Background: an optimization exercise with open tools, aiming at small area. Do not read the settings as production practice.
At most, simulation tests tie the RTL to the original design; equivalence was not proved.
For run 3, only the layout was checked, not whether the RTL still works.
Power figures rest on the tool's default switching activity, not on a simulated workload.

<file path="design/flow/flow/run.sh">
#!/bin/bash
# Layout flow: the standard flow (standard.sh) with three changes.
#  1. Synthesis maps the logic for area: no full/half adder cell extraction
#     (ADDER_MAP_FILE empty) and ABC's default mapping script instead of the
#     ORFS speed script. Every step before ABC is the standard one, so the
#     registers are the standard synthesis's, with the same names and cells.
#  2. The port buffers use the smallest buffer cell.
# Each tool's full output goes to standard.log in this folder (plus ORFS's own logs).
set -euo pipefail
HERE=$(pwd)
sed -e 's#^\(\s*\)log_cmd abc {\*}$abc_args#\1log_cmd abc {*}$lib_args {*}$lib_dont_use_args#' \
  "$FLOW_HOME/scripts/synth.tcl" > "$HERE/synth_area.tcl"
grep -q 'log_cmd abc {\*}$lib_args {\*}$lib_dont_use_args' "$HERE/synth_area.tcl"
sed -e "s#source \$::env(SCRIPTS_DIR)/synth.tcl#source $HERE/synth_area.tcl#" synth_recipe.tcl > "$HERE/synth_recipe_area.tcl"
grep -q "source $HERE/synth_area.tcl" "$HERE/synth_recipe_area.tcl"
sed -e "s#SYNTH_SCRIPT=[^ ]*#SYNTH_SCRIPT=$HERE/synth_recipe_area.tcl#" standard.sh > "$HERE/standard_area.sh"
grep -q "SYNTH_SCRIPT=$HERE/synth_recipe_area.tcl" "$HERE/standard_area.sh"
export ADDER_MAP_FILE=
export BUFFER_PORTS_ARGS="-buffer_cell sky130_fd_sc_hd__buf_1"
bash "$HERE/standard_area.sh" > standard.log 2>&1
</file>
<file path="design/flow/standard.sh">
#!/bin/bash
# synth_recipe.tcl (not shown) runs the flow's synth.tcl, then flattens the netlist and writes it again
# the make line also repeats each setting of config.mk as NAME=value (left out here)
make -C /OpenROAD-flow-scripts/flow DESIGN_CONFIG=/design/flow/config.mk WORK_HOME=/design/flow/orfs CLKGATE_MAP_FILE= SYNTH_SCRIPT=/design/flow/synth_recipe.tcl "${@:-finish}"
</file>
<file path="design/flow/config.mk">
export PLATFORM = sky130hd
export DESIGN_NAME = eth_rmii
export DESIGN_NICKNAME = eth_rmii
export VERILOG_FILES = /design/flow/design.v
export SDC_FILE = /design/flow/constraint.sdc
export NUM_CORES = 4
export LEC_CHECK = 0
export CAP_MARGIN = 20
export CORE_MARGIN = 2
export CORE_UTILIZATION = 60
export CTS_BUF_LIST = sky130_fd_sc_hd__clkbuf_16
export CTS_CLUSTER_DIAMETER = 100
export CTS_CLUSTER_SIZE = 30
export SLEW_MARGIN = 20
</file>
<file path="design/flow/constraint.sdc">
create_clock -name core_clock -period 10.0 [get_ports {rmii_clk}]
set_input_delay 2.0000 -clock core_clock [delete_from_list [all_inputs] [get_ports {rmii_clk}]]
set_output_delay 2.0000 -clock core_clock [all_outputs]
set_load 0.01 [all_outputs]
</file>
<file path="design/flow/design.v">
module CRC32_D8(
	input	wire							sys_clk,
	input	wire	[7:0]					data,
	input	wire							crc_start,
	input	wire							crc_en,
	output	reg		[31:0]					crc_q,
	output	wire	[31:0]					crc_nx
);
	function [31:0] step1;
		input [31:0] c;
		input b;
	begin
		step1 = { c[30:0], 1'b0 } ^ ( ( c[31] ^ b ) ? 32'h04C1_1DB7 : 32'h0 );
	end
	endfunction
	wire	[31:0]							c = crc_start ? 32'hffff_ffff : crc_q;
	wire	[7:0]							x = c[31:24] ^ { data[0], data[1], data[2], data[3], data[4], data[5], data[6], data[7] };
	wire	[31:0]							t = step1( step1( step1( step1( step1( step1( step1( step1( { x, 24'h0 }, 1'b0 ), 1'b0 ), 1'b0 ), 1'b0 ), 1'b0 ), 1'b0 ), 1'b0 ), 1'b0 );
assign		crc_nx	=	{ c[23:0], 8'h00 } ^ t;
always @ ( posedge sys_clk ) begin
	if ( crc_en ) begin
		crc_q <= crc_nx;
	end
end
endmodule
module CRC32_D2(
	input	wire							sys_clk,
	input	wire	[1:0]					dibit,
	input	wire							shift,
	input	wire							crc_en,
	output	reg		[31:0]					crc_q,
	output	wire	[31:0]					crc_nx
);
	function [31:0] step1;
		input [31:0] c;
		input b;
	begin
		step1 = { c[30:0], 1'b0 } ^ ( ( c[31] ^ b ) ? 32'h04C1_1DB7 : 32'h0 );
	end
	endfunction
	wire	[1:0]							x = shift ? 2'b00 : crc_q[31:30] ^ { dibit[0], dibit[1] };
	wire	[31:0]							t = step1( step1( { x, 30'h0 }, 1'b0 ), 1'b0 );
assign		crc_nx	=	{ crc_q[29:0], shift, shift } ^ t;
always @ ( posedge sys_clk ) begin
	if ( crc_en ) begin
		crc_q <= crc_nx;
	end
end
endmodule
module	rmii2gmii (
	input	wire						sys_rst_n,
	input	wire						rmii_clk,
	input	wire						rmii_rxdv,
	input	wire	[1:0]				rmii_rxdata,
	output	reg							rmii_txen,
	output	wire	[1:0]				rmii_txdata,
	output	wire						rmii_rst,
	output	reg							gmii_rxdv,
	output	reg		[7:0]				gmii_rxdata,
	input	wire						gmii_txen,
	input	wire	[7:0]				gmii_txdata,
	output	wire						gmii_txbusy,
	output	wire	[1:0]				tx_phase
);
	reg									rmii_true_rxdv;
	reg		[1:0]						rmii_true_rxdata;
	reg		[1:0]						rx_data_cnt;
	reg		[1:0]						tx_data_cnt;
	reg		[7:0]						tx_data_r;
	wire								force0	= rmii_rxdv && !rmii_true_rxdv;
	wire								tx_go	= gmii_txen && !gmii_txbusy;
assign		rmii_rst		= 1'b1;
assign		gmii_txbusy		= |tx_data_cnt;
assign		tx_phase		= tx_data_cnt;
always @ ( posedge rmii_clk or negedge sys_rst_n ) begin
	if ( !sys_rst_n ) begin
		rmii_true_rxdv <= 1'b0;
	end else if ( !rmii_rxdv ) begin
		rmii_true_rxdv <= 1'b0;
	end else if ( rmii_rxdata != 2'b0 ) begin
		rmii_true_rxdv <= 1'b1;
	end
end
always @ ( posedge rmii_clk ) begin
	rmii_true_rxdata <= rmii_rxdata;
end
always @ ( posedge rmii_clk or negedge sys_rst_n ) begin
	if ( !sys_rst_n ) begin
		rx_data_cnt <= 2'd0;
	end else if ( rmii_true_rxdv ) begin
		rx_data_cnt <= rx_data_cnt + 2'd1;
	end
end
always @ ( posedge rmii_clk or negedge sys_rst_n ) begin
	if ( !sys_rst_n ) begin
		gmii_rxdv <= 1'b0;
	end else begin
		gmii_rxdv <= force0 || ( rx_data_cnt == 2'd3 );
	end
end
always @ ( posedge rmii_clk ) begin
	if ( force0 ) begin
		gmii_rxdata <= 8'h0;
	end else begin
		case ( rx_data_cnt )
			2'd0: gmii_rxdata[1:0] <= rmii_true_rxdata;
			2'd1: gmii_rxdata[3:2] <= rmii_true_rxdata;
			2'd2: gmii_rxdata[5:4] <= rmii_true_rxdata;
			2'd3: gmii_rxdata[7:6] <= rmii_true_rxdata;
		endcase
	end
end
always @ ( posedge rmii_clk or negedge sys_rst_n ) begin
	if ( !sys_rst_n ) begin
		tx_data_cnt <= 2'd0;
	end else if ( tx_go ) begin
		tx_data_cnt <= 2'd1;
	end else if ( gmii_txbusy ) begin
		tx_data_cnt <= tx_data_cnt + 2'd1;
	end
end
always @ ( posedge rmii_clk or negedge sys_rst_n ) begin
	if ( !sys_rst_n ) begin
		rmii_txen <= 1'b0;
	end else if ( !gmii_txbusy ) begin
		rmii_txen <= gmii_txen;
	end
end
always @ ( posedge rmii_clk or negedge sys_rst_n ) begin
	if ( !sys_rst_n ) begin
		tx_data_r <= 8'h0;
	end else if ( tx_go ) begin
		tx_data_r <= gmii_txdata;
	end
end
assign	rmii_txdata	=	( tx_data_cnt == 2'd1 ) ? tx_data_r[1:0] :
						( tx_data_cnt == 2'd2 ) ? tx_data_r[3:2] :
						( tx_data_cnt == 2'd3 ) ? tx_data_r[5:4] : tx_data_r[7:6];
endmodule
module eth_arp_gmii (
	input	wire							sys_clk,
	input	wire							sys_rst_n,
	input	wire							gmii_rxdv,
	input	wire	[7:0]					gmii_rxdata,
	input	wire							gmii_txbusy,
	input	wire	[1:0]					tx_phase,
	output	reg		[7:0]					gmii_txdata,
	output	reg								arp_working
);
	parameter		BOARD_MAC_ADDR			= 48'h00_11_22_33_44_55;
	parameter		BOARD_IP_ADDR			= 32'hA9_FE_01_17;
	localparam	[47:0]	ARP_HEAD	= 48'h0001_0800_0604;
	reg		[6:0]							rx_pos;
	reg		[6:0]							rx_pos_next;
	reg										m1;						 
	reg										arp_req;				 
	reg										crc_last;				 
	reg										arp_req_true;
	reg										arp_resp;
	reg		[47:0]							mac_src;
	reg		[31:0]							ip_src;
	wire									rxdv = gmii_rxdv;
	wire	[7:0]							rxd = gmii_rxdata;
always @ ( * ) begin
	if ( rx_pos <= 7'd6 ) begin
		rx_pos_next = !rxdv ? rx_pos : ( rxd == 8'h55 ) ? rx_pos + 7'd1 : 7'd0;
	end else begin
		case ( rx_pos )
			7'd7:	rx_pos_next = !rxdv ? rx_pos : ( rxd == 8'hD5 ) ? 7'd8 : 7'd0;
			7'd14:	rx_pos_next = ( m1 || arp_req ) ? 7'd15 : 7'd0;
			7'd22:	rx_pos_next = !rxdv ? rx_pos : ( m1 && rxd == 8'h06 ) ? 7'd23 : 7'd0;
			7'd29:	rx_pos_next = m1 ? 7'd30 : 7'd0;
			7'd31:	rx_pos_next = !rxdv ? rx_pos : ( m1 && rxd == 8'h01 ) ? 7'd32 : 7'd0;
			7'd73:	rx_pos_next = !rxdv ? rx_pos : 7'd0;
			default:	rx_pos_next = ( rx_pos > 7'd73 ) ? 7'd0 : !rxdv ? rx_pos : rx_pos + 7'd1;
		endcase
	end
end
always @ ( posedge sys_clk or negedge sys_rst_n ) begin
	if ( !sys_rst_n ) begin
		rx_pos <= 7'd0;
	end else begin
		rx_pos <= rx_pos_next;
	end
end
always @ ( posedge sys_clk ) begin
	if ( rxdv ) begin
		case ( rx_pos )
			7'd8:	begin m1 <= rxd == 8'hFF; arp_req <= rxd == BOARD_MAC_ADDR[47:40]; end
			7'd9:	begin m1 <= m1 && rxd == 8'hFF; arp_req <= arp_req && rxd == BOARD_MAC_ADDR[39:32]; end
			7'd10:	begin m1 <= m1 && rxd == 8'hFF; arp_req <= arp_req && rxd == BOARD_MAC_ADDR[31:24]; end
			7'd11:	begin m1 <= m1 && rxd == 8'hFF; arp_req <= arp_req && rxd == BOARD_MAC_ADDR[23:16]; end
			7'd12:	begin m1 <= m1 && rxd == 8'hFF; arp_req <= arp_req && rxd == BOARD_MAC_ADDR[15:8]; end
			7'd13:	begin m1 <= m1 && rxd == 8'hFF; arp_req <= arp_req && rxd == BOARD_MAC_ADDR[7:0]; end
			7'd21:	m1 <= rxd == 8'h08;
			7'd23:	m1 <= rxd == 8'h00;
			7'd24:	m1 <= m1 && rxd == 8'h01;
			7'd25:	m1 <= m1 && rxd == 8'h08;
			7'd26:	m1 <= m1 && rxd == 8'h00;
			7'd27:	m1 <= m1 && rxd == 8'h06;
			7'd28:	m1 <= m1 && rxd == 8'h04;
			7'd30:	m1 <= rxd == 8'h00;
			7'd48:	arp_req <= rxd == BOARD_IP_ADDR[31:24];
			7'd49:	arp_req <= arp_req && rxd == BOARD_IP_ADDR[23:16];
			7'd50:	arp_req <= arp_req && rxd == BOARD_IP_ADDR[15:8];
			7'd51:	arp_req <= arp_req && rxd == BOARD_IP_ADDR[7:0];
			default: ;
		endcase
	end
end
always @ ( posedge sys_clk ) begin
	if ( rx_pos >= 7'd15 && rx_pos <= 7'd20 && rxdv ) begin
		mac_src <= { mac_src[39:0], rxd };
	end
	if ( rx_pos >= 7'd38 && rx_pos <= 7'd41 && rxdv ) begin
		ip_src <= { ip_src[23:0], rxd };
	end
end
	wire	[31:0]							rx_crc_q;
	wire	[31:0]							rx_crc_nx;
CRC32_D8									u1_rx_CRC32_D8 (
	.sys_clk								( sys_clk		),
	.data									( rxd			),
	.crc_start								( rx_pos == 7'd8 && rxdv ),
	.crc_en									( rx_pos >= 7'd8 && rxdv ),
	.crc_q									( rx_crc_q		),
	.crc_nx									( rx_crc_nx		)
);
always @ ( posedge sys_clk or negedge sys_rst_n ) begin
	if ( !sys_rst_n ) begin
		crc_last <= 1'b0;
		arp_req_true <= 1'b0;
		arp_resp <= 1'b0;
	end else begin
		crc_last <= rx_pos == 7'd73 && rxdv && arp_req;
		arp_req_true <= crc_last && rx_crc_q == 32'hC704_DD7B;
		arp_resp <= arp_req_true;
	end
end
	reg										tx_act;
	reg		[6:0]							tx_pos;
	reg		[47:0]							tx_des_mac;
	reg		[31:0]							tx_des_ip;
	wire									tx_go = arp_working && !gmii_txbusy;
always @ ( posedge sys_clk or negedge sys_rst_n ) begin
	if ( !sys_rst_n ) begin
		tx_act <= 1'b0;
		arp_working <= 1'b0;
	end else begin
		if ( !tx_act ) begin
			tx_act <= arp_resp;
		end else if ( tx_pos == 7'd71 && tx_go ) begin
			tx_act <= 1'b0;
		end
		arp_working <= tx_act;
	end
end
always @ ( posedge sys_clk ) begin
	if ( !tx_act ) begin
		tx_pos <= 7'd0;
	end else if ( tx_go ) begin
		tx_pos <= tx_pos + 7'd1;
	end
end
always @ ( posedge sys_clk ) begin
	if ( arp_resp ) begin
		tx_des_mac <= mac_src;
		tx_des_ip <= ip_src;
	end
end
	wire	[31:0]							tx_crc_q;
	wire	[31:0]							tx_crc_nx;
	wire									tx_crc_shift = tx_pos < 7'd8 || tx_pos >= 7'd68;
CRC32_D2									u2_tx_CRC32_D2 (
	.sys_clk								( sys_clk		),
	.dibit									( tx_phase == 2'd1 ? gmii_txdata[1:0] : tx_phase == 2'd2 ? gmii_txdata[3:2] :
											  tx_phase == 2'd3 ? gmii_txdata[5:4] : gmii_txdata[7:6] ),
	.shift									( tx_crc_shift	),
	.crc_en									( tx_act && ( tx_phase != 2'd0 || tx_go ) ),
	.crc_q									( tx_crc_q		),
	.crc_nx									( tx_crc_nx		)
);
	wire	[7:0]							tx_crc_byte = ~{ tx_crc_nx[24], tx_crc_nx[25], tx_crc_nx[26], tx_crc_nx[27],
															 tx_crc_nx[28], tx_crc_nx[29], tx_crc_nx[30], tx_crc_nx[31] };
	reg		[7:0]							tx_byte;
always @ ( * ) begin
	case ( tx_pos )
		7'd6:	tx_byte = 8'hD5;
		7'd7, 7'd39:	tx_byte = tx_des_mac[47:40];
		7'd8, 7'd40:	tx_byte = tx_des_mac[39:32];
		7'd9, 7'd41:	tx_byte = tx_des_mac[31:24];
		7'd10, 7'd42:	tx_byte = tx_des_mac[23:16];
		7'd11, 7'd43:	tx_byte = tx_des_mac[15:8];
		7'd12, 7'd44:	tx_byte = tx_des_mac[7:0];
		7'd13, 7'd29:	tx_byte = BOARD_MAC_ADDR[47:40];
		7'd14, 7'd30:	tx_byte = BOARD_MAC_ADDR[39:32];
		7'd15, 7'd31:	tx_byte = BOARD_MAC_ADDR[31:24];
		7'd16, 7'd32:	tx_byte = BOARD_MAC_ADDR[23:16];
		7'd17, 7'd33:	tx_byte = BOARD_MAC_ADDR[15:8];
		7'd18, 7'd34:	tx_byte = BOARD_MAC_ADDR[7:0];
		7'd19, 7'd23:	tx_byte = 8'h08;
		7'd20, 7'd25:	tx_byte = 8'h06;
		7'd22:	tx_byte = 8'h01;
		7'd26:	tx_byte = 8'h04;
		7'd28:	tx_byte = 8'h02;
		7'd35:	tx_byte = BOARD_IP_ADDR[31:24];
		7'd36:	tx_byte = BOARD_IP_ADDR[23:16];
		7'd37:	tx_byte = BOARD_IP_ADDR[15:8];
		7'd38:	tx_byte = BOARD_IP_ADDR[7:0];
		7'd45:	tx_byte = tx_des_ip[31:24];
		7'd46:	tx_byte = tx_des_ip[23:16];
		7'd47:	tx_byte = tx_des_ip[15:8];
		7'd48:	tx_byte = tx_des_ip[7:0];
		7'd67, 7'd68, 7'd69, 7'd70:	tx_byte = tx_crc_byte;
		default:	tx_byte = 8'h00;
	endcase
end
	wire									tx_load = tx_go && !( tx_pos < 7'd6 || ( tx_pos >= 7'd50 && tx_pos < 7'd67 ) );
always @ ( posedge sys_clk ) begin
	if ( !tx_act ) begin
		gmii_txdata <= arp_resp ? 8'h55 : 8'h00;
	end else if ( tx_load ) begin
		gmii_txdata <= tx_byte;
	end
end
endmodule
module udp_gmii_rx (
	input	wire							sys_clk,
	input	wire							sys_rst_n,
	input	wire							gmii_rxdv,
	input	wire	[7:0]					gmii_rxdata,
	output	reg								udp_rxstart,
	output	reg								udp_rxend,
	output	reg								udp_rxdv,
	output	reg		[7:0]					udp_rxdata,
	output	reg		[15:0]					udp_rxamount,
	output	reg		[15:0]					udp_rxnum,
	output	reg		[47:0]					pc_mac_addr,
	output	reg		[31:0]					pc_ip_addr,
	output	reg		[15:0]					pc_port,
	output	reg								pc_valid			 
);
	parameter		BOARD_MAC_ADDR			= 48'h00_11_22_33_44_55;
	parameter		BOARD_IP_ADDR			= 32'hA9_FE_01_17;
	localparam		IDLE		= 5'd0,
					SFD			= 5'd1,
					MAC_ADDR	= 5'd2,
					TYPE		= 5'd3,
					IP_TYPE		= 5'd4,
					IP_LEN		= 5'd5,
					IP_ID		= 5'd6,
					IP_SPLIT	= 5'd7,
					IP_TTL		= 5'd8,
					IP_PROTOCOL	= 5'd9,
					IP_CHECK	= 5'd10,
					IP_ADDR		= 5'd11,
					IP_FILL		= 5'd12,
					UDP_PORT	= 5'd13,
					UDP_LEN		= 5'd14,
					UDP_CHECK	= 5'd15,
					DATA		= 5'd16,
					CRC			= 5'd17;
	reg		[4:0]							state;
	reg		[4:0]							next;
	reg		[3:0]							cnt;				 
	reg		[5:0]							cnt_network;
	reg		[15:0]							cnt_data;
	reg										m;					 
	reg		[47:0]							src_mac;
	reg		[31:0]							src_ip;
	reg		[15:0]							port_len;			 
	reg		[3:0]							ihl;
	reg		[15:0]							ip_len;
	reg										mf;
	reg										udp_continue;
	wire									rxdv = gmii_rxdv;
	wire	[7:0]							rxd = gmii_rxdata;
	wire	[5:0]							ip_header_len = { ihl, 2'b00 };
	wire	[15:0]							data_len = ip_len - ip_header_len;
	wire	[15:0]							data_last = data_len - 16'd1;
	reg										data_passed;
	wire									data_at_last = cnt_data == data_last;
	wire									data_reached = data_at_last || data_passed;
	wire									num_ok = ( udp_rxamount >= 16'hFFF8 ) || ( udp_rxnum < udp_rxamount );
	reg		[7:0]							mac_byte;
	reg		[7:0]							ip_byte;
always @ ( * ) begin
	case ( cnt[2:0] )
		3'd0: mac_byte = BOARD_MAC_ADDR[47:40];
		3'd1: mac_byte = BOARD_MAC_ADDR[39:32];
		3'd2: mac_byte = BOARD_MAC_ADDR[31:24];
		3'd3: mac_byte = BOARD_MAC_ADDR[23:16];
		3'd4: mac_byte = BOARD_MAC_ADDR[15:8];
		default: mac_byte = BOARD_MAC_ADDR[7:0];
	endcase
	case ( cnt[1:0] )
		2'd0: ip_byte = BOARD_IP_ADDR[31:24];
		2'd1: ip_byte = BOARD_IP_ADDR[23:16];
		2'd2: ip_byte = BOARD_IP_ADDR[15:8];
		default: ip_byte = BOARD_IP_ADDR[7:0];
	endcase
end
always @ ( * ) begin
	next = state;
	case ( state )
		IDLE:			if ( cnt == 4'd6 && rxdv && rxd == 8'h55 ) next = SFD;
		SFD:			if ( rxdv ) next = ( rxd == 8'hD5 ) ? MAC_ADDR : IDLE;
		MAC_ADDR:		if ( cnt == 4'd11 && rxdv ) next = m ? TYPE : IDLE;
		TYPE:			if ( cnt[0] && rxdv ) next = ( m && rxd == 8'h00 ) ? IP_TYPE : IDLE;
		IP_TYPE:		if ( cnt[0] && rxdv ) next = m ? IP_LEN : IDLE;
		IP_LEN:			if ( cnt[0] && rxdv ) next = IP_ID;
		IP_ID:			if ( cnt[0] && rxdv ) next = IP_SPLIT;
		IP_SPLIT:		if ( cnt[0] && rxdv ) next = IP_TTL;
		IP_TTL:			if ( rxdv ) next = IP_PROTOCOL;
		IP_PROTOCOL:	if ( rxdv ) next = ( rxd == 8'd17 ) ? IP_CHECK : IDLE;
		IP_CHECK:		if ( cnt[0] && rxdv ) next = IP_ADDR;
		IP_ADDR:		if ( cnt == 4'd7 && rxdv ) next = !udp_continue ? UDP_PORT : ( cnt_network < ip_header_len - 1 ) ? IP_FILL : DATA;
		IP_FILL:		next = ( cnt_network >= ip_header_len - 1 && rxdv ) ? ( udp_continue ? DATA : UDP_PORT ) : IP_ADDR;
		UDP_PORT:		if ( !m ) next = IDLE; else if ( cnt[1:0] == 2'd3 && rxdv ) next = UDP_LEN;
		UDP_LEN:		if ( cnt[0] && rxdv ) next = UDP_CHECK;
		UDP_CHECK:		if ( cnt[0] && rxdv ) next = DATA;
		DATA:			if ( data_reached && rxdv && cnt_network >= 6'd45 ) next = CRC;
		CRC:			if ( cnt[1:0] == 2'd3 && rxdv ) next = IDLE;
		default:		next = IDLE;
	endcase
end
always @ ( posedge sys_clk or negedge sys_rst_n ) begin
	if ( !sys_rst_n ) begin
		state <= IDLE;
	end else begin
		state <= next;
	end
end
always @ ( posedge sys_clk or negedge sys_rst_n ) begin
	if ( !sys_rst_n ) begin
		cnt <= 4'd0;
	end else if ( next != state ) begin
		cnt <= 4'd0;
	end else if ( state == IDLE && rxdv && rxd != 8'h55 ) begin
		cnt <= 4'd0;
	end else if ( rxdv ) begin
		cnt <= cnt + 4'd1;
	end
end
always @ ( posedge sys_clk ) begin
	if ( state == IDLE || state == SFD || state == MAC_ADDR || state == TYPE || state == CRC ) begin
		cnt_network <= 6'd0;
	end else if ( cnt_network == 6'd63 ) begin
		cnt_network <= 6'd63;
	end else if ( rxdv ) begin
		cnt_network <= cnt_network + 6'd1;
	end
end
always @ ( posedge sys_clk ) begin
	if ( state == DATA || state == UDP_PORT || state == UDP_LEN || state == UDP_CHECK ) begin
		if ( rxdv ) begin
			cnt_data <= cnt_data + 16'd1;
		end
		if ( rxdv && data_at_last ) begin
			data_passed <= 1'b1;
		end
	end else begin
		cnt_data <= 16'd0;
		data_passed <= 1'b0;
	end
end
always @ ( posedge sys_clk ) begin
	if ( rxdv ) begin
		case ( state )
			MAC_ADDR:	if ( cnt < 4'd6 ) m <= ( cnt == 4'd0 || m ) && rxd == mac_byte;
			TYPE:		m <= rxd == 8'h08;
			IP_TYPE:	m <= rxd[7:4] == 4'h4;
			IP_ADDR:	if ( cnt[2] ) m <= ( cnt[1:0] == 2'd0 || m ) && rxd == ip_byte;
			default: ;
		endcase
	end
end
always @ ( posedge sys_clk ) begin
	if ( rxdv ) begin
		if ( state == MAC_ADDR && cnt >= 4'd6 ) begin
			src_mac <= { src_mac[39:0], rxd };
		end
		if ( state == IP_ADDR && !cnt[2] ) begin
			src_ip <= { src_ip[23:0], rxd };
		end
		if ( ( state == UDP_PORT && !cnt[1] ) || state == UDP_LEN ) begin
			port_len <= { port_len[7:0], rxd };
		end
		if ( state == IP_TYPE && !cnt[0] ) begin
			ihl <= rxd[3:0];
		end
		if ( state == IP_LEN ) begin
			ip_len <= { ip_len[7:0], rxd };
		end
		if ( state == IP_SPLIT && !cnt[0] ) begin
			mf <= rxd[5];
		end
	end
end
	wire									pc_refresh = state == UDP_LEN && !cnt[0] && rxdv;
always @ ( posedge sys_clk or negedge sys_rst_n ) begin
	if ( !sys_rst_n ) begin
		pc_valid <= 1'b0;
	end else if ( pc_refresh ) begin
		pc_valid <= 1'b1;
	end
end
always @ ( posedge sys_clk ) begin
	if ( pc_refresh ) begin
		pc_mac_addr <= src_mac;
		pc_ip_addr <= src_ip;
		pc_port <= port_len;
	end
end
always @ ( posedge sys_clk or negedge sys_rst_n ) begin
	if ( !sys_rst_n ) begin
		udp_rxdata <= 8'h0;
		udp_rxstart <= 1'b0;
		udp_rxend <= 1'b0;
		udp_rxdv <= 1'b0;
		udp_rxamount <= 16'd0;
		udp_rxnum <= 16'd0;
		udp_continue <= 1'b0;
	end else begin
		if ( state == DATA ) begin
			udp_rxdata <= rxd;
		end
		udp_rxstart <= !udp_continue && state == DATA && cnt_data == 16'd8 && rxdv;
		udp_rxend <= !mf && state == DATA && data_at_last && rxdv;
		udp_rxdv <= state == DATA && rxdv && num_ok;
		if ( state == UDP_CHECK ) begin
			udp_rxamount <= port_len - 16'd8;
		end
		if ( udp_rxstart ) begin
			udp_rxnum <= 16'd1;
		end else if ( state == CRC && !num_ok ) begin
			udp_rxnum <= 16'd0;
		end else if ( state == DATA && rxdv && num_ok ) begin
			udp_rxnum <= udp_rxnum + 16'd1;
		end
		if ( state == CRC ) begin
			udp_continue <= mf;
		end
	end
end
endmodule
module udp_gmii_tx(
	input	wire							sys_clk,
	input	wire							sys_rst_n,
	input	wire							gmii_txbusy,
	input	wire	[1:0]					tx_phase,
	output	wire							gmii_txen,
	output	reg		[7:0]					gmii_txdata,
	input	wire							udp_txstart,
	input	wire	[15:0]					udp_txamount,
	input	wire	[7:0]					udp_txdata,
	output	wire							udp_txreq,
	output	reg								udp_txbusy,
	input	wire	[47:0]					pc_mac_r,
	input	wire	[31:0]					pc_ip_r,
	input	wire	[15:0]					pc_port_r,
	input	wire							pc_valid
);
	wire	[47:0]							pc_mac_addr = pc_mac_r;
	wire	[31:0]							pc_ip_addr = pc_ip_r;
	wire	[15:0]							pc_port = pc_port_r;
	parameter		BOARD_MAC_ADDR			= 48'h00_11_22_33_44_55;
	parameter		BOARD_IP_ADDR			= 32'hA9_FE_01_17;
	localparam		IDLE		= 5'd0,
					HEAD		= 5'd1,
					MAC_ADDR	= 5'd2,
					TYPE		= 5'd3,
					IP_TYPE		= 5'd4,
					IP_LEN		= 5'd5,
					IP_ID		= 5'd6,
					IP_SPLIT	= 5'd7,
					IP_TTL		= 5'd8,
					IP_PROTOCOL	= 5'd9,
					IP_CHECK	= 5'd10,
					IP_ADDR		= 5'd11,
					UDP_PORT	= 5'd12,
					UDP_LEN		= 5'd13,
					UDP_CHECK	= 5'd14,
					DATA		= 5'd15,
					CRC			= 5'd16,
					WAIT		= 5'd17;
	reg		[4:0]							state;
	reg		[4:0]							next;
	reg		[10:0]							cnt;				 
	reg		[15:0]							ip_id;
	reg		[15:0]							ip_checksum;
	reg		[15:0]							udp_rest;
	reg										udp_continue;
	reg										mf;
	reg		[12:0]							offset;
	wire									go = gmii_txen && !gmii_txbusy;
	wire									start = udp_txstart && !udp_txbusy;
	wire									rest_big = udp_rest > 16'd1480;
	wire	[15:0]							ip_data_len = rest_big ? 16'd1500 : udp_rest + 16'd20;
	wire	[15:0]							cnt_next = { 5'd0, cnt } + 16'd1;
	wire									rest_reached = cnt_next >= udp_rest;
	wire									data_end = rest_big ? ( cnt >= 11'd1479 ) : ( udp_rest < 16'd26 ) ? ( cnt >= 11'd25 ) : rest_reached;
	wire									udp_hdr = state == UDP_PORT || state == UDP_LEN || state == UDP_CHECK;
assign		gmii_txen		=	state != IDLE && state != WAIT;
assign		udp_txreq		=	( ( state == IP_ADDR && cnt[2:0] == 3'd7 && udp_continue ) || ( state == UDP_CHECK && cnt[0] ) ||
								  ( state == DATA && ( udp_rest == 16'd0 || !rest_reached ) && cnt < 11'd1479 ) ) && go;
always @ ( * ) begin
	next = state;
	case ( state )
		IDLE:			if ( start || udp_continue ) next = HEAD;
		HEAD:			if ( cnt[2:0] == 3'd7 && go ) next = MAC_ADDR;
		MAC_ADDR:		if ( cnt[3:0] == 4'd11 && go ) next = TYPE;
		TYPE:			if ( cnt[0] && go ) next = IP_TYPE;
		IP_TYPE:		if ( cnt[0] && go ) next = IP_LEN;
		IP_LEN:			if ( cnt[0] && go ) next = IP_ID;
		IP_ID:			if ( cnt[0] && go ) next = IP_SPLIT;
		IP_SPLIT:		if ( cnt[0] && go ) next = IP_TTL;
		IP_TTL:			if ( go ) next = IP_PROTOCOL;
		IP_PROTOCOL:	if ( go ) next = IP_CHECK;
		IP_CHECK:		if ( cnt[0] && go ) next = IP_ADDR;
		IP_ADDR:		if ( cnt[2:0] == 3'd7 && go ) next = udp_continue ? DATA : UDP_PORT;
		UDP_PORT:		if ( cnt[1:0] == 2'd3 && go ) next = UDP_LEN;
		UDP_LEN:		if ( cnt[0] && go ) next = UDP_CHECK;
		UDP_CHECK:		if ( cnt[0] && go ) next = DATA;
		DATA:			if ( data_end && go ) next = CRC;
		CRC:			if ( cnt[1:0] == 2'd3 && go ) next = WAIT;
		WAIT:			if ( cnt[4:0] == 5'd31 ) next = IDLE;
		default:		next = IDLE;
	endcase
end
always @ ( posedge sys_clk or negedge sys_rst_n ) begin
	if ( !sys_rst_n ) begin
		state <= IDLE;
	end else begin
		state <= next;
	end
end
always @ ( posedge sys_clk ) begin
	if ( next != state && !( udp_hdr && ( next == UDP_LEN || next == UDP_CHECK || next == DATA ) ) ) begin
		cnt <= 11'd0;
	end else if ( go || state == WAIT ) begin
		cnt <= cnt + 11'd1;
	end
end
always @ ( posedge sys_clk or negedge sys_rst_n ) begin
	if ( !sys_rst_n ) begin
		udp_txbusy <= 1'b0;
		ip_id <= 16'd0;
		udp_continue <= 1'b0;
	end else begin
		if ( udp_txstart ) begin
			udp_txbusy <= 1'b1;
		end else if ( state == IDLE && !udp_continue ) begin
			udp_txbusy <= 1'b0;
		end
		if ( start ) begin
			ip_id <= ip_id + 16'd1;
		end
		if ( state == DATA ) begin
			udp_continue <= rest_big;
		end
	end
end
	wire									sum_first = state == HEAD;
	wire	[17:0]							sum = ( sum_first ? 16'h3027 : ip_checksum ) + ( sum_first ? ip_data_len : pc_valid ? pc_ip_addr[31:16] : 16'h0 ) +
												  ( sum_first ? ip_id : pc_valid ? pc_ip_addr[15:0] : 16'h0 );
	wire	[16:0]							sum1 = sum[17:16] + sum[15:0];
always @ ( posedge sys_clk ) begin
	if ( start ) begin
		udp_rest <= udp_txamount + 16'd8;
	end else if ( state == CRC && cnt[1:0] == 2'd0 && go && rest_big ) begin
		udp_rest <= udp_rest - 16'd1480;
	end
	if ( state == TYPE && cnt[0] && go ) begin
		mf <= rest_big;
		offset <= udp_continue ? offset + 13'd185 : 13'd0;
	end
	if ( ( state == IP_SPLIT && cnt[0] || sum_first ) && go ) begin
		ip_checksum <= sum1[15:0] + sum1[16];
	end
end
	wire	[31:0]							crc_q;
	wire	[31:0]							crc_nx;
	wire									crc_pend = state != IDLE && state != WAIT;
CRC32_D2									u1_CRC32_D2 (
	.sys_clk								( sys_clk		),
	.dibit									( tx_phase == 2'd1 ? gmii_txdata[1:0] : tx_phase == 2'd2 ? gmii_txdata[3:2] :
											  tx_phase == 2'd3 ? gmii_txdata[5:4] : gmii_txdata[7:6] ),
	.shift									( state == HEAD || state == CRC	),
	.crc_en									( crc_pend && ( tx_phase != 2'd0 || go ) ),
	.crc_q									( crc_q			),
	.crc_nx									( crc_nx		)
);
	reg		[7:0]							tx_byte;
always @ ( * ) begin
	tx_byte = 8'h00;
	case ( state )
		HEAD:			tx_byte = cnt[0] ? pc_mac_addr[47:40] : 8'hD5;
		MAC_ADDR: begin
			case ( cnt[3:0] )
				4'd0: tx_byte = pc_mac_addr[39:32];
				4'd1: tx_byte = pc_mac_addr[31:24];
				4'd2: tx_byte = pc_mac_addr[23:16];
				4'd3: tx_byte = pc_mac_addr[15:8];
				4'd4: tx_byte = pc_mac_addr[7:0];
				4'd5: tx_byte = BOARD_MAC_ADDR[47:40];
				4'd6: tx_byte = BOARD_MAC_ADDR[39:32];
				4'd7: tx_byte = BOARD_MAC_ADDR[31:24];
				4'd8: tx_byte = BOARD_MAC_ADDR[23:16];
				4'd9: tx_byte = BOARD_MAC_ADDR[15:8];
				4'd10: tx_byte = BOARD_MAC_ADDR[7:0];
				default: tx_byte = 8'h08;
			endcase
		end
		TYPE:			tx_byte = cnt[0] ? 8'h45 : 8'h00;
		IP_TYPE:		tx_byte = cnt[0] ? ip_data_len[15:8] : 8'h00;
		IP_LEN:			tx_byte = cnt[0] ? ip_id[15:8] : ip_data_len[7:0];
		IP_ID:			tx_byte = cnt[0] ? { 2'b00, mf, offset[12:8] } : ip_id[7:0];
		IP_SPLIT:		tx_byte = cnt[0] ? 8'h40 : offset[7:0];
		IP_TTL:			tx_byte = 8'd17;
		IP_PROTOCOL:	tx_byte = ~ip_checksum[15:8];
		IP_CHECK:		tx_byte = cnt[0] ? BOARD_IP_ADDR[31:24] : ~ip_checksum[7:0];
		IP_ADDR: begin
			case ( cnt[2:0] )
				3'd0: tx_byte = BOARD_IP_ADDR[23:16];
				3'd1: tx_byte = BOARD_IP_ADDR[15:8];
				3'd2: tx_byte = BOARD_IP_ADDR[7:0];
				3'd3: tx_byte = pc_ip_addr[31:24];
				3'd4: tx_byte = pc_ip_addr[23:16];
				3'd5: tx_byte = pc_ip_addr[15:8];
				3'd6: tx_byte = pc_ip_addr[7:0];
				default: tx_byte = udp_continue ? udp_txdata : pc_port[15:8];
			endcase
		end
		UDP_PORT: begin
			case ( cnt[1:0] )
				2'd0: tx_byte = pc_port[7:0];
				2'd1: tx_byte = pc_port[15:8];
				2'd2: tx_byte = pc_port[7:0];
				default: tx_byte = udp_rest[15:8];
			endcase
		end
		UDP_LEN:		tx_byte = cnt[0] ? 8'h00 : udp_rest[7:0];
		UDP_CHECK:		tx_byte = cnt[0] ? udp_txdata : 8'h00;
		DATA, CRC:		tx_byte = ( state == DATA && !data_end ) ? udp_txdata : ( state == CRC && cnt[1:0] == 2'd3 ) ? 8'h00 :
									  ~{ crc_nx[24], crc_nx[25], crc_nx[26], crc_nx[27], crc_nx[28], crc_nx[29], crc_nx[30], crc_nx[31] };
		default: ;
	endcase
end
	wire									pc_sel = ( state == HEAD && cnt[0] ) || ( state == MAC_ADDR && cnt[3:0] < 4'd5 ) ||
													 ( state == IP_ADDR && ( cnt[2:0] == 3'd7 ? !udp_continue : cnt[2:0] >= 3'd3 ) ) ||
													 ( state == UDP_PORT && cnt[1:0] != 2'd3 );
	wire	[7:0]							tx_byte_v = ( pc_sel && !pc_valid ) ? 8'h00 : tx_byte;
	wire									tx_load = go && ( state != HEAD || cnt[2:1] == 2'b11 );
always @ ( posedge sys_clk ) begin
	if ( state == IDLE ) begin
		gmii_txdata <= ( udp_txstart || udp_continue ) ? 8'h55 : 8'h00;
	end else if ( state == WAIT ) begin
		gmii_txdata <= 8'h00;
	end else if ( tx_load ) begin
		gmii_txdata <= tx_byte_v;
	end
end
endmodule
module eth_rmii(
	input	wire						sys_rst_n,
	input	wire						rmii_clk,
	input	wire						rmii_rxdv,
	input	wire	[1:0]				rmii_rxdata,
	output	wire						rmii_txen,
	output	wire	[1:0]				rmii_txdata,
	output	wire						rmii_rst,
	output	wire						udp_rxstart,
	output	wire						udp_rxend,
	output	wire						udp_rxdv,
	output	wire	[7:0]				udp_rxdata,
	output	wire	[15:0]				udp_rxamount,
	output	wire	[15:0]				udp_rxnum,
	input	wire						udp_txstart,
	input	wire	[15:0]				udp_txamount,
	input	wire	[7:0]				udp_txdata,
	output	wire						udp_txreq,
	output	wire						udp_txbusy
);
	wire								gmii_rxdv;
	wire	[7:0]						gmii_rxdata;
	wire								gmii_txen;
	wire	[7:0]						gmii_txdata;
	wire								gmii_txbusy;
	wire	[1:0]						tx_phase;
	wire	[7:0]						arp_gmii_txdata;
	wire								arp_working;
	wire								udp_gmii_txen;
	wire	[7:0]						udp_gmii_txdata;
	wire	[47:0]						pc_mac_addr;
	wire	[31:0]						pc_ip_addr;
	wire	[15:0]						pc_port;
	wire								pc_valid;
rmii2gmii								u1_rmii2gmii (
	.sys_rst_n							( sys_rst_n			),
	.rmii_clk							( rmii_clk			),
	.rmii_rxdv							( rmii_rxdv			),
	.rmii_rxdata						( rmii_rxdata		),
	.rmii_txen							( rmii_txen			),
	.rmii_txdata						( rmii_txdata		),
	.rmii_rst							( rmii_rst			),
	.gmii_rxdv							( gmii_rxdv			),
	.gmii_rxdata						( gmii_rxdata		),
	.gmii_txen							( gmii_txen			),
	.gmii_txdata						( gmii_txdata		),
	.gmii_txbusy						( gmii_txbusy		),
	.tx_phase							( tx_phase			)
);
eth_arp_gmii							u2_eth_arp_gmii (
	.sys_clk							( rmii_clk			),
	.sys_rst_n							( sys_rst_n			),
	.gmii_rxdv							( gmii_rxdv			),
	.gmii_rxdata						( gmii_rxdata		),
	.gmii_txbusy						( gmii_txbusy		),
	.tx_phase							( tx_phase			),
	.gmii_txdata						( arp_gmii_txdata	),
	.arp_working						( arp_working		)
);
udp_gmii_rx								u3_udp_gmii_rx (
	.sys_clk							( rmii_clk			),
	.sys_rst_n							( sys_rst_n			),
	.gmii_rxdv							( gmii_rxdv			),
	.gmii_rxdata						( gmii_rxdata		),
	.udp_rxstart						( udp_rxstart		),
	.udp_rxend							( udp_rxend			),
	.udp_rxdv							( udp_rxdv			),
	.udp_rxdata							( udp_rxdata		),
	.udp_rxamount						( udp_rxamount		),
	.udp_rxnum							( udp_rxnum			),
	.pc_mac_addr						( pc_mac_addr		),
	.pc_ip_addr							( pc_ip_addr		),
	.pc_port							( pc_port			),
	.pc_valid							( pc_valid			)
);
udp_gmii_tx								u4_udp_gmii_tx (
	.sys_clk							( rmii_clk			),
	.sys_rst_n							( sys_rst_n			),
	.gmii_txbusy						( gmii_txbusy		),
	.tx_phase							( tx_phase			),
	.gmii_txen							( udp_gmii_txen		),
	.gmii_txdata						( udp_gmii_txdata	),
	.udp_txstart						( udp_txstart		),
	.udp_txamount						( udp_txamount		),
	.udp_txdata							( udp_txdata		),
	.udp_txreq							( udp_txreq			),
	.udp_txbusy							( udp_txbusy		),
	.pc_mac_r							( pc_mac_addr		),
	.pc_ip_r							( pc_ip_addr		),
	.pc_port_r							( pc_port			),
	.pc_valid							( pc_valid			)
);
assign		gmii_txdata		=	arp_working ? arp_gmii_txdata :
								udp_txbusy ? udp_gmii_txdata : 8'h0;
assign		gmii_txen		=	arp_working || ( udp_txbusy && udp_gmii_txen );
endmodule
</file>
==> notes.md, run 1 <==
- RePlAce Congestion: 1.00
- Tcrit/Tclk final: roughly 87%
- Count leader, synth: edfxtp_1
- Share of cells above drive strength 1: under 10%
- Count of final hold-check violations: 0
- Max H-tree Level: 1
- Leakage: roughly 11 nW
- Initial cell density of the core: 60.7%
- PwrDens: about 280 mW/mm^2
- Max incr delay on CP: between 0.5 and 0.6 ns
- Drt wl/cell: ~24 microns
- Worst hold path class: reg -> reg
- Row count: between 80 and 90
- Syn Area/Cell: roughly 12 sq um
- Initial antenna violation count: 0
- Top cells by area, synth: edfxtp_1, dfrtp_1, xnor2_1, dfxtp_1, nor2_1
- Syn Nets: between 2000 and 3000
- Post-synthesis sequential area ratio: between 60 and 70%
- Vias per inst: 6.48
- NumNets Final: roughly 2800
- CP Launch Type: flip-flop
- Int Pwr: around 5.8 mW
- Router iterations before antenna repair: 9
- DR DRC count: 0
- Fill cells: ~3900
- Syn-to-layout area delta: 7.91%
- GRT Total Usage: approximately 31%
- Switch Pwr: roughly 3.5 mW
- Critical path type: reg -> reg
- Slowest-stage cell, CP: dfrtp_1
- Die Wd: 232 microns
- CTS resizes: 0
- Yosys warns: 6
- Clock power frac: 15.4%
- Slew Viols, Final: 0
- Postcts setup bufs: 0
- CTS Sinks: 689
- Gr ovfl total: 0
- DR vias: 22200
- CTS Buffer Depth: 3
- Crit path DAT: roughly 9.1 ns
- Vias in the first global route: between 20000 and 25000
- Max VDD drop: about 0.24 mV
- Global-route wire length before repair: 127000 microns
- Netlist cell types: 70
- Synth top area share: between 50% and 60%
- Status: timing/DRC/antenna clean
- Clock skew: between 0.04 and 0.05 ns
- Max transition margin: just under 30%
- Number of synthesized register bits: roughly 690
- Hold_buf cts: 0
- Mapped Cells: between 2000 and 3000
- Post-synth EDFFs: around 530
- Sw Ratio: 37.7%
- Logic gate share of total power: approximately 39%
- TritonCTS clock tree: yes
- Top post-synthesis cells by count: edfxtp_1, nor2_1, nand2_1, a21oi_1, xnor2_1
- Root Buffer: clkbuf_16
- Setup violators final: 0
- Clock Latency Late Sink: ~0.66 ns
- Die height: approximately 230 microns
- Fin Setup TNS: 0 ns
- Dominant synthesized flop cell: edfxtp_1
- PortBufs: 77
- Detailed-placement wirelength estimate: approximately 60000 microns
- Iter 0 DRT Violations: between 2000 and 3000
- Util after Layout: around 66%
- Slew @ Worst Pin: between 1 and 1.5 ns
- Antenna cells: 0
- Cell repeated most along the worst path: maj3_1
- Largest net degree at the start of global routing: a little over 80
- Core area: about 0.051 sq mm
- Mapped cell area: about 0.031 sq mm
- CP Max Fanout: 27
- Critical Path Sink Type: flip-flop
- Async S/R FF share, synth: approximately 15%
- Required time at the worst-slack endpoint: a little over 10 ns
- Max frequency: between 0.1 and 0.15 GHz
- Unrepaired setup endpoints after global routing: no
- Num CTS Buffers: 28
- Final Critical Period: about 8.7 ns
- Reg clk slew, reported paths: between 0.1 and 0.15 ns
- Die Footprint: about 0.054 sq mm
- WL final: around 83000 microns
- Max Cap Viol: 0
- Seq pwr share: between 40 and 50%
- Cell taking the most area after synthesis: edfxtp_1
- Antenna-violating nets left: 0
- Num ports: between 70 and 80
routing by layer:
metal	up-vias	routed length, microns	GRT usage (%)
met5	-	0	0
met4	0	3320	10.5
met3	199	6370	4.37
met2	1050	38500	49.1
met1	10900	35000	44.3
li1	10100	-	-
power groups by stage:
stage / clock, mW / combinational, mW / sequential (mW)
after detailed placement: 0 / 3.57 / 4.28
final: 1.43 / 3.64 / 4.23
after global placement: 0 / 3.48 / 4.26
after global routing: 1.54 / 3.96 / 4.28
after CTS: 1.46 / 3.59 / 4.22
after floorplan: 0 / 2.59 / 4.21
kinds of logic (layout without fill, tap and decap cells):
family	count (synthesis)	after routing	share of synthesized area [%]
compound gates	582	582	12.0
xor+xnor	262	262	7.50
fa+ha+maj	23	23	0.739
buf+inv	51	221	0.627
flops	689	689	63.1
mux	37	37	1.48
other cells	1	1	0.0120
simple gates	931	931	14.6
sequential cells by signal, indices dropped and copies added, names as in the netlist, 32 cells and up:
name                                  cells
u2_eth_arp_gmii.ip_src                   32
u2_eth_arp_gmii.u2_tx_CRC32_D2.crc_q     32
u2_eth_arp_gmii.u1_rx_CRC32_D8.crc_q     32
u2_eth_arp_gmii.mac_src                  48
u2_eth_arp_gmii.tx_des_mac               48
u3_udp_gmii_rx.pc_ip_addr                32
u4_udp_gmii_tx.u1_CRC32_D2.crc_q         32
u3_udp_gmii_rx.pc_mac_addr               48
u3_udp_gmii_rx.src_ip                    32
u2_eth_arp_gmii.tx_des_ip                32
u3_udp_gmii_rx.src_mac                   48
final cells by class:
class / count / area (sq um) / area share (%)
clock inverter: 23 / 159 / 0.473
tap: 680 / 851 / 2.53
multi-input combinational: 1836 / 11400 / 34.0
inverter: 50 / 188 / 0.558
timing repair buffer: 119 / 608 / 1.81
clock buffer: 29 / 726 / 2.16
sequential: 689 / 19700 / 58.5
worst max-delay path, delay by kind of cell, from the launching register on:
kind	cells	cell delay, ns
compound gates	7	1.97
fa+ha+maj	6	2.41
simple gates	9	2.70
buf+inv	1	0.28
xor+xnor	2	0.48
flops	1	0.57
cells in the final DEF, fill, tap and decap left out, types with 25 or more instances in the layout:
| master | instances |
|---|---|
| o22ai_1 | 26 |
| nand3_1 | 71 |
| xnor2_1 | 154 |
| dfxtp_1 | 50 |
| nor4_1 | 31 |
| a21oi_1 | 170 |
| nand2b_1 | 41 |
| nand2_1 | 201 |
| o21ai_0 | 123 |
| nand4_1 | 34 |
| edfxtp_1 | 534 |
| a221oi_1 | 25 |
| a22oi_1 | 30 |
| nor2b_1 | 29 |
| a31oi_1 | 37 |
| dfrtp_1 | 103 |
| clkinv_1 | 50 |
| nor2_1 | 260 |
| clkbuf_16 | 29 |
| and3_1 | 35 |
| buf_4 | 41 |
| and2_0 | 37 |
| buf_1 | 76 |
| xor2_1 | 105 |
| nor3_1 | 100 |
path summary, 6_finish.rpt:
kind,start,to,slack [ns],cells past startpoint
worst min-delay path,u2_eth_arp_gmii.ip_src[29],u2_eth_arp_gmii.tx_des_ip[29],0.42,0
worst min register to register,u2_eth_arp_gmii.ip_src[29],u2_eth_arp_gmii.tx_des_ip[29],0.42,0
worst max register to register,u4_udp_gmii_tx.state[0],u4_udp_gmii_tx.ip_checksum[15],1.30,25
max in group asynchronous,sys_rst_n,u1_rmii2gmii.tx_data_r[3],7.19,2
min in group asynchronous,sys_rst_n,u3_udp_gmii_rx.udp_rxend,1.43,1
worst max-delay path,u4_udp_gmii_tx.state[0],u4_udp_gmii_tx.ip_checksum[15],1.30,25
metrics by stage:
step / instance area [sq um] / cells / hold WS [ns] / setup WS, ns / power [mW]
2_1_floorplan: 31100 / 2576 / 0.331 / 1.90 / 6.80
4_1_cts: 33600 / 3424 / 0.421 / 1.42 / 9.27
5_1_grt: 33600 / 3426 / 0.433 / 0.706 / 9.78
3_3_place_gp: 32700 / 3371 / 0.401 / 1.68 / 7.74
3_5_place_dp: 32700 / 3372 / 0.405 / 1.53 / 7.85
6_report: 33600 / 3426 / 0.417 / 1.30 / 9.31
==> run 2, diff against run 1 <==
--- a/design/flow/config.mk
+++ b/design/flow/config.mk
@@ -8,7 +8,7 @@
 export CAP_MARGIN = 20
 export CORE_MARGIN = 2
-export CORE_UTILIZATION = 60
+export CORE_UTILIZATION = 50
 export CTS_BUF_LIST = sky130_fd_sc_hd__clkbuf_16
 export CTS_CLUSTER_DIAMETER = 100
-export CTS_CLUSTER_SIZE = 30
+export CTS_CLUSTER_SIZE = 24
 export SLEW_MARGIN = 20
==> run 2 against run 1 <==
  * Still clean on timing, DRC and antenna
  * Sequential share of layout area down 0.84 points
  * Global-route usage down 3.7 points
  * Critical endpoint unchanged
  * Fmax down 1.1%
  * Largest power group unchanged
==> notes.md, run 2 <==
- Netlist cell types: 70
- Die height: 254 microns
- Detailed-placement wirelength estimate: around 63000 microns
- Reg clk slew, reported paths: approximately 0.10 ns
- Top cells by area, synth: edfxtp_1, dfrtp_1, xnor2_1, dfxtp_1, nor2_1
- Final Critical Period: 8.80 ns
- # placed instances: approximately 3500
- CTS Buffer Depth: 3
- Max transition margin: a little over a quarter
- Antenna-violating nets left: 0
- Die Wd: 254 microns
- Cell repeated most along the worst path: maj3_1
- Dominant synthesized flop cell: edfxtp_1
- Row count: 91
- Non-filler cells, final: 3608
- Drt wl/cell: 24.3 microns
- GRT Total Usage: 27.3%
- NumNets Final: 2773
- Slew @ Worst Pin: 1.09 ns
- Max Cap Viol: 0
- Post-synth EDFFs: roughly 530
- Global-route wire length before repair: between 100000 and 150000 microns
- Leakage: between 10 and 15 nW
- Syn Area/Cell: ~12 sq um
- Commonest cells after routing, fill and taps aside: edfxtp_1, nor2_1, nand2_1, a21oi_1, xnor2_1
- Top post-synthesis cells by count: edfxtp_1, nor2_1, nand2_1, a21oi_1, xnor2_1
- Core area: ~0.062 sq mm
- Unrepaired setup endpoints after global routing: no
- R2r setup slk: 1.20 ns
- Synth top area share: between 50% and 60%
- Syn-to-layout area delta: 9.48%
- Clock Latency Late Sink: slightly above 0.6 ns
- CTS Sinks: 689
- Max incr delay on CP: roughly 0.60 ns
- Iter 0 DRT Violations: roughly 2400
- CP Max Fanout: 12
- Yosys warns: 6
- WL final: 87800 microns
- Worst path cell trace: nor3_1 -> o21bai_1 -> a211oi_1 -> o21bai_1 -> a21oi_1 -> a21o_1 -> xnor3_1 -> maj3_1 -> maj3_1 -> maj3_1 -> maj3_1 -> maj3_1 -> a221oi_1 -> o31ai_1 -> a41oi_1 -> o211ai_1 -> a31oi_1 -> xor2_1 -> a31o_1 -> nand4b_1 -> nor4_1 -> and4b_1 -> nand4_1 -> xor2_1
- Tcrit/Tclk final: 88.0%
- Slew Viols, Final: 0
- Count of final hold-check violations: 0
- Top cell family by delay on the critical path: compound AO/OA/AOI/OAI gates
- PwrDens: around 280 mW/mm^2
- Count leader, synth: edfxtp_1
- Initial antenna violation count: 0
- Crit path DAT: a little over 9 ns
- Mapped cell area: approximately 0.031 sq mm
- Required time at the worst-slack endpoint: between 10 and 15 ns
- Critical Path Sink Type: flip-flop
- Num CTS Buffers: 35
- CP Launch Type: flip-flop
- Pre-CTS setup slack: ~1.4 ns
- Cell taking the most area after synthesis: edfxtp_1
- Worst hold path class: reg -> reg
- DR vias: around 22000
- Setup violators final: 0
- Vias per inst: 6.17
- Postcts setup bufs: 0
- Share of cells above drive strength 1: 4.33%
- Mapped Cells: about 2600
- Max H-tree Level: 2
- Largest net degree at the start of global routing: 82
- Router iterations before antenna repair: 6
- Root Buffer: clkbuf_16
- PortBufs: 77
- Num ports: between 70 and 80
- Max frequency: 0.114 GHz
- Die Footprint: 0.0643 sq mm
- DR DRC count: 0
- Initial cell density of the core: between 50% and 60%
- Syn Nets: 2606
- Gr ovfl total: 0
- CTS resizes: 0
- Max VDD drop: approximately 0.21 mV
- Number of synthesized register bits: 689
- Util after Layout: about 55%
- Clock skew: between 0.02 and 0.03 ns
- Async S/R FF share, synth: roughly 15%
- Critical path type: reg -> reg
- Slowest-stage cell, CP: a211oi_1
- Vias in the first global route: ~21000
- Hold_buf cts: 0
- TritonCTS clock tree: yes
- Fin Setup TNS: 0 ns
- Status: timing/DRC/antenna clean
- Most common cell after layout, fill and taps aside: edfxtp_1
- Post-synthesis sequential area ratio: 63.1%
- CP Buf/Inv Count: 0
- RePlAce Congestion: approximately 1
- Worst Setup Slack, final: 1.20 ns
run 2: changes by cell type in the layout (fill, tap and decap cells not counted), moves of 2 or more:
cell,delta
nor3_2,-2
clkbuf_16,+7
inv_1,+6
nor3_1,+2
buf_4,+10
inv_6,+2
run 2: power breakdown:
group	leakage [nW]	internal [mW]	switching, mW
sequential	6.78	3.85	0.356
clock	0.610	0.702	0.920
combinational	4.20	1.41	2.28
run 2: per-layer routing:
layer  up-vias  global-route usage (%)  part of all wire [%]
li1      10100                       -                     -
met1     11100                    39.1                    45
met2       866                    43.5                    46
met5         -                       0                     0
met3       155                    2.99                   5.8
met4         0                    9.16                   3.4
run 2: cell type report:
| class | instances | area, sq um |
|---|---|---|
| fill | 5251 | 27500 |
| inverter | 50 | 188 |
| tap | 837 | 1050 |
| clock inverter | 28 | 186 |
| sequential | 689 | 19700 |
| clock buffer | 36 | 901 |
| timing repair buffer | 131 | 716 |
| multi-input combinational | 1836 | 11400 |
| antenna | 1 | 2.50 |
run 2: worst paths after layout:
check,end,cells after the start,from
worst min-delay path,u3_udp_gmii_rx.pc_ip_addr[28],0,u3_udp_gmii_rx.src_ip[28]
min in group asynchronous,u2_eth_arp_gmii.rx_pos[2],1,sys_rst_n
max in group asynchronous,u2_eth_arp_gmii.arp_resp,2,sys_rst_n
worst min register to register,u3_udp_gmii_rx.pc_ip_addr[28],0,u3_udp_gmii_rx.src_ip[28]
worst max-delay path,u4_udp_gmii_tx.ip_checksum[15],24,u4_udp_gmii_tx.udp_rest[5]
worst max register to register,u4_udp_gmii_tx.ip_checksum[15],24,u4_udp_gmii_tx.udp_rest[5]
run 2: cell families (layout without fill, tap and decap cells):
logic type | count (synthesis) | in the layout | share of synthesized area, %
fa+ha+maj | 23 | 23 | 0.739
other cells | 1 | 2 | 0.0120
simple gates | 931 | 931 | 14.6
flops | 689 | 689 | 63.1
xor+xnor | 262 | 262 | 7.50
compound gates | 582 | 582 | 12.0
buf+inv | 51 | 245 | 0.627
mux | 37 | 37 | 1.48
run 2: per-stage QoR:
step	instance area [sq um]	power, mW	hold slack [ns]
detailed placement	33000	7.91	0.405
finish	34100	9.52	0.410
global placement	33000	7.85	0.400
global route	34100	10.1	0.428
floorplan	31100	6.80	0.331
CTS	34100	9.54	0.422
==> run 3, diff against run 2 <==
--- a/design/flow/design.v
+++ b/design/flow/design.v
@@ -365,5 +365,4 @@
 	reg		[3:0]							cnt;				 
 	reg		[5:0]							cnt_network;
-	reg		[15:0]							cnt_data;
 	reg										m;					 
 	reg		[47:0]							src_mac;
@@ -371,5 +370,5 @@
 	reg		[15:0]							port_len;			 
 	reg		[3:0]							ihl;
-	reg		[15:0]							ip_len;
+	reg		[15:0]							data_rem;			 
 	reg										mf;
 	reg										udp_continue;
@@ -377,9 +376,8 @@
 	wire	[7:0]							rxd = gmii_rxdata;
 	wire	[5:0]							ip_header_len = { ihl, 2'b00 };
-	wire	[15:0]							data_len = ip_len - ip_header_len;
-	wire	[15:0]							data_last = data_len - 16'd1;
 	reg										data_passed;
-	wire									data_at_last = cnt_data == data_last;
+	wire									data_at_last = data_rem == 16'd0;
 	wire									data_reached = data_at_last || data_passed;
+	wire									in_payload = state == DATA || state == UDP_PORT || state == UDP_LEN || state == UDP_CHECK;
 	wire									num_ok = ( udp_rxamount >= 16'hFFF8 ) || ( udp_rxnum < udp_rxamount );
 	reg		[7:0]							mac_byte;
@@ -439,6 +437,6 @@
 	end else if ( state == IDLE && rxdv && rxd != 8'h55 ) begin
 		cnt <= 4'd0;
-	end else if ( rxdv ) begin
-		cnt <= cnt + 4'd1;
+	end else if ( rxdv && !( state == DATA && cnt[0] ) ) begin
+		cnt <= cnt + 4'd1;				 
 	end
 end
@@ -453,17 +451,24 @@
 end
 always @ ( posedge sys_clk ) begin
-	if ( state == DATA || state == UDP_PORT || state == UDP_LEN || state == UDP_CHECK ) begin
-		if ( rxdv ) begin
-			cnt_data <= cnt_data + 16'd1;
-		end
+	if ( in_payload ) begin
 		if ( rxdv && data_at_last ) begin
 			data_passed <= 1'b1;
 		end
 	end else begin
-		cnt_data <= 16'd0;
 		data_passed <= 1'b0;
 	end
 end
 always @ ( posedge sys_clk ) begin
+	if ( state == IP_LEN && rxdv ) begin
+		if ( !cnt[0] ) begin
+			data_rem[15:8] <= rxd;
+		end else begin
+			data_rem <= { data_rem[15:8], rxd } - ip_header_len - 16'd1;
+		end
+	end else if ( in_payload && rxdv ) begin
+		data_rem <= data_rem - 16'd1;
+	end
+end
+always @ ( posedge sys_clk ) begin
 	if ( rxdv ) begin
 		case ( state )
@@ -490,7 +495,4 @@
 			ihl <= rxd[3:0];
 		end
-		if ( state == IP_LEN ) begin
-			ip_len <= { ip_len[7:0], rxd };
-		end
 		if ( state == IP_SPLIT && !cnt[0] ) begin
 			mf <= rxd[5];
@@ -526,5 +528,5 @@
 			udp_rxdata <= rxd;
 		end
-		udp_rxstart <= !udp_continue && state == DATA && cnt_data == 16'd8 && rxdv;
+		udp_rxstart <= !udp_continue && state == DATA && !cnt[0] && rxdv;
 		udp_rxend <= !mf && state == DATA && data_at_last && rxdv;
 		udp_rxdv <= state == DATA && rxdv && num_ok;
--- a/design/flow/config.mk
+++ b/design/flow/config.mk
@@ -8,5 +8,5 @@
 export CAP_MARGIN = 20
 export CORE_MARGIN = 2
-export CORE_UTILIZATION = 50
+export CORE_UTILIZATION = 60
 export CTS_BUF_LIST = sky130_fd_sc_hd__clkbuf_16
 export CTS_CLUSTER_DIAMETER = 100
==> run 3 against run 2 <==
  * Synthesized area shrank 0.63%
  * Non-clock buffer count grew 14
  * Synthesized cell count grew 0.66%
  * Sequential cell count shrank 16
  * Count of clock-buffer cells in the layout grew 2
  * Wire length shrank 0.92%
  * Design area shrank 0.81%
  * Sequential share of layout area shrank 0.48 points
  * Critical path depth grew 1
  * First-iteration DRC count grew 18%
  * Core utilization grew 11 points
  * Clock skew shrank 0.0053 ns
  * Largest cell class unchanged
  * Largest power group unchanged
==> notes.md, run 3 <==
- Core area: just over 0.05 sq mm
- Die Footprint: between 0.05 and 0.06 sq mm
- Reg clk slew, reported paths: ~0.1 ns
- Vias in the first global route: between 20000 and 25000
- Drt wl/cell: 25.0 microns
- Seq pwr share: between 40% and 50%
- WL final: a little under 90000 microns
- Num CTS Buffers: 36
- Simple-Gate Fraction of Synth Area: 14.7%
- Number of synthesized register bits: 673
- CP Buf/Inv Count: 1
- Crit Reg-Reg Startpoint: u4_udp_gmii_tx.udp_rest[14]
- CTS Buffer Depth: 3
- DR DRC count: 0
- Gr ovfl total: 0
- Top post-synthesis cells by count: edfxtp_1, nand2_1, nor2_1, xnor2_1, o21ai_0
- Die Wd: around 230 microns
- Vias per inst: 6.55
- Max Cap Viol: 0
- Critical path type: reg -> reg
- Antenna cells: 0
- Die height: roughly 230 microns
- Router iterations before antenna repair: 8
- Top cells by area, synth: edfxtp_1, dfrtp_1, xnor2_1, nand2_1, nor2_1
- Mapped cell area: 0.0309 sq mm
- Post-synth EDFFs: between 500 and 600
- Num ports: 79
- Detailed-placement wirelength estimate: around 62000 microns
- Commonest cells after routing, fill and taps aside: edfxtp_1, nand2_1, nor2_1, xnor2_1, o21ai_0
- R2r setup slk: about 0.46 ns
- Largest net degree at the start of global routing: around 80
- Mux cell area share after synthesis: between 1 and 1.5%
- Synth Area in Adders: less than 1%
- PortBufs: a little under 80
- Switch Pwr: around 3.5 mW
- Syn-to-layout area delta: 9.29%
- Cell taking the most area after synthesis: edfxtp_1
- Iter 0 DRT Violations: ~2800
- GRT Total Usage: about a third
- Top cell family by delay on the critical path: adder cells
- Initial antenna violation count: 0
- Hold_buf cts: 0
- NumNets Final: approximately 2800
- Async S/R FF share, synth: between 10% and 20%
- Slew Viols, Final: 0
- Netlist cell types: 72
- Max VDD drop: 0.624 mV
- Seq. cell area: 0.0193 sq mm
- Required time at the worst-slack endpoint: between 10 and 15 ns
- DR vias: 22800
- Syn Nets: between 2000 and 3000
- CP Max Fanout: 5
- Util after Layout: between 60% and 70%
- Tcrit/Tclk final: about 95%
- Int Pwr: roughly 6.0 mW
- Share of cells above drive strength 1: just under 5%
- Max H-tree Level: 2
- Global-route wire length before repair: about 130000 microns
- Dominant synthesized flop cell: edfxtp_1
- # placed instances: 3415
- CP Launch Type: flip-flop
- Post-Synth XOR/XNOR Area: roughly 7.6%
- Non-filler cells, final: between 3000 and 4000
- RePlAce Congestion: just under 1
- Max frequency: between 0.1 and 0.15 GHz
- Post-synthesis sequential area ratio: 62.5%
- Count leader, synth: edfxtp_1
- Clock Latency Late Sink: approximately 0.6 ns
- Syn Area/Cell: between 10 and 15 sq um
- Crit path from: u4_udp_gmii_tx.udp_rest[14]
- Footprint of the multi-input gates: 0.0115 sq mm
- Largest family of logic cells by synthesized area: simple AND/OR/NAND/NOR gates
- TritonCTS clock tree: yes
- Count of final hold-check violations: 0
- Final Critical Period: roughly 9.5 ns
- Fill cells: 3890
- Slowest-stage cell, CP: or4_1
- Max incr delay on CP: between 0.6 and 0.7 ns
- Status: timing/DRC/antenna clean
- Logic gate share of total power: approximately two fifths
- Root Buffer: clkbuf_16
- Crit path DAT: 9.86 ns
- CTS Sinks: roughly 670
- Fin Setup TNS: 0 ns
- PwrDens: 279 mW/mm^2
- Most common cell after layout, fill and taps aside: edfxtp_1
- Row count: 83
- Setup violators final: 0
- Critical Path Sink Type: flip-flop
- Synth Area in Compound Gates: approximately 13%
- Start point of the worst hold path: u2_eth_arp_gmii.mac_src[40]
- Clock power frac: around 17%
- Fin Hold WS: around 0.42 ns
- Sw Ratio: around 37%
- Synth top area share: between 50% and 60%
- Hold Path Depth: 0
- Slew @ Worst Pin: roughly 1.1 ns
- Max transition margin: 26.0%
- RR Endpoint: u4_udp_gmii_tx.ip_checksum[15]
- Yosys warns: 6
- Worst hold path class: reg -> reg
- Initial cell density of the core: a little over 60%
- Antenna-violating nets left: 0
- Clock skew: 0.0206 ns
- Worst-case reg-to-reg path depth: 25
- Mapped Cells: roughly 2600
- Cell repeated most along the worst path: maj3_1
- Unrepaired setup endpoints after global routing: no
- Leakage: approximately 12 nW
- Hold Path End: u2_eth_arp_gmii.tx_des_mac[40]
- Total power: ~9.4 mW
[run 3: cell types whose count changed after synthesis, moves of 22 or more]
cell,before,now
nand2_1,201,268
a21oi_1,171,141
xor2_1,105,78
nor3_1,107,77
o21ai_0,123,145
xnor2_1,154,182
[run 3: cells by family after synthesis]
kind of cell	count (synthesis)
buffers and inverters	55
AO/OA/AOI/OAI	602
XOR/XNOR	263
adder cells (fa/ha/maj)	24
AND/OR/NAND/NOR	949
other	1
flip-flops	673
multiplexers	26
[run 3: stage by stage]
| stage | worst slack (ns) | area, sq um |
|---|---|---|
| after floorplan | 0.119 | 30900 |
| after global placement | 0.247 | 32600 |
| after detailed placement | 0.172 | 32600 |
| after CTS | 0.111 | 33800 |
| after global routing | 0.0565 | 33800 |
| final | 0.462 | 33800 |
[run 3: repair_timing]
action,4_1_cts,5_1_grt
setup buffers,0,0
gates resized for setup,0,4
setup endpoints to repair,0,4
[run 3: per-layer routing]
layer,GRT usage [%],routed length (microns),vias to the layer above
met5,0,0,-
met4,12.5,3320,0
met3,5.45,7470,191
met2,51.8,40200,1111
met1,46.1,36100,11300
li1,-,-,10200
[run 3: worst reg2reg max path, stage by stage, from the launching register on]
cell and delay [ns]:
edfxtp_1 0.50, or4_1 0.61, a211oi_1 0.49, a32o_1 0.30, xnor3_1 0.46, a31o_1 0.26, maj3_1 0.42, maj3_1 0.44
maj3_1 0.42, maj3_1 0.41, maj3_1 0.41, maj3_1 0.41, maj3_1 0.42, maj3_1 0.41, maj3_1 0.40, maj3_1 0.42
or4b_1 0.22, a21boi_0 0.16, nand4bb_1 0.30, a2111oi_2 0.42, buf_4 0.19, and4_1 0.25, nor4b_2 0.26, nor4b_2 0.37
nand2b_1 0.14, xor2_1 0.18
[run 3: worst max-delay path by stage]
stage	end	cells after the start
3_3_place_gp	u4_udp_gmii_tx.ip_checksum[15]	28
5_1_grt	u4_udp_gmii_tx.ip_checksum[15]	28
6_report	u4_udp_gmii_tx.ip_checksum[15]	25
3_5_place_dp	u4_udp_gmii_tx.ip_checksum[15]	26
4_1_cts	u4_udp_gmii_tx.ip_checksum[15]	28
2_1_floorplan	u4_udp_gmii_tx.ip_checksum[15]	24
[run 3: final cells by class]
class | count | share of cell area, %
multi-input combinational | 1865 | 33.9
tap | 680 | 2.52
sequential | 673 | 57.2
clock buffer | 38 | 2.81
clock inverter | 28 | 0.518
timing repair buffer | 145 | 2.41
inverter | 54 | 0.599
[run 3: power groups by stage]
stage               Clock (mW)  Combinational, mW  Sequential, mW
global route              1.75               4.00            4.17
CTS                       1.65               3.64            4.11
detailed placement           0               3.61            4.18
floorplan                    0               2.59            4.13
global placement             0               3.54            4.15
finish                    1.62               3.69            4.12

==> what the ideal ports hide <==
How much do the figures lean on ideal ports? The routed layouts below were timed once more, with nothing changed but the port constraints. Step 1, drivers: a clkbuf_16 drives rmii_clk and a buf_2 each remaining input, both assumed. Step 2 times the ports against the registers' clock, not the clock port: input delays grow and output delays shrink by t, the midpoint of the rising clock arrivals with the driver on. Three values: ideal, step 1, step 2; two values: the first two.
run | t (ns) | setup slack, ns | worst hold slack (ns) | worst setup path at the end | cell pins on the clock port's net
run 1 | 0.700 | 1.299 / 1.299 / 1.299 | 0.417 / 0.417 / 0.417 | register to register | 1
run 2 | 0.659 | 1.199 / 1.199 / 1.199 | 0.410 / 0.410 / 0.410 | register to register | 1
run 3 | 0.649 | 0.462 / 0.462 / 0.462 | 0.424 / 0.424 / 0.424 | register to register | 1
After both steps every run listed still meets setup and hold.
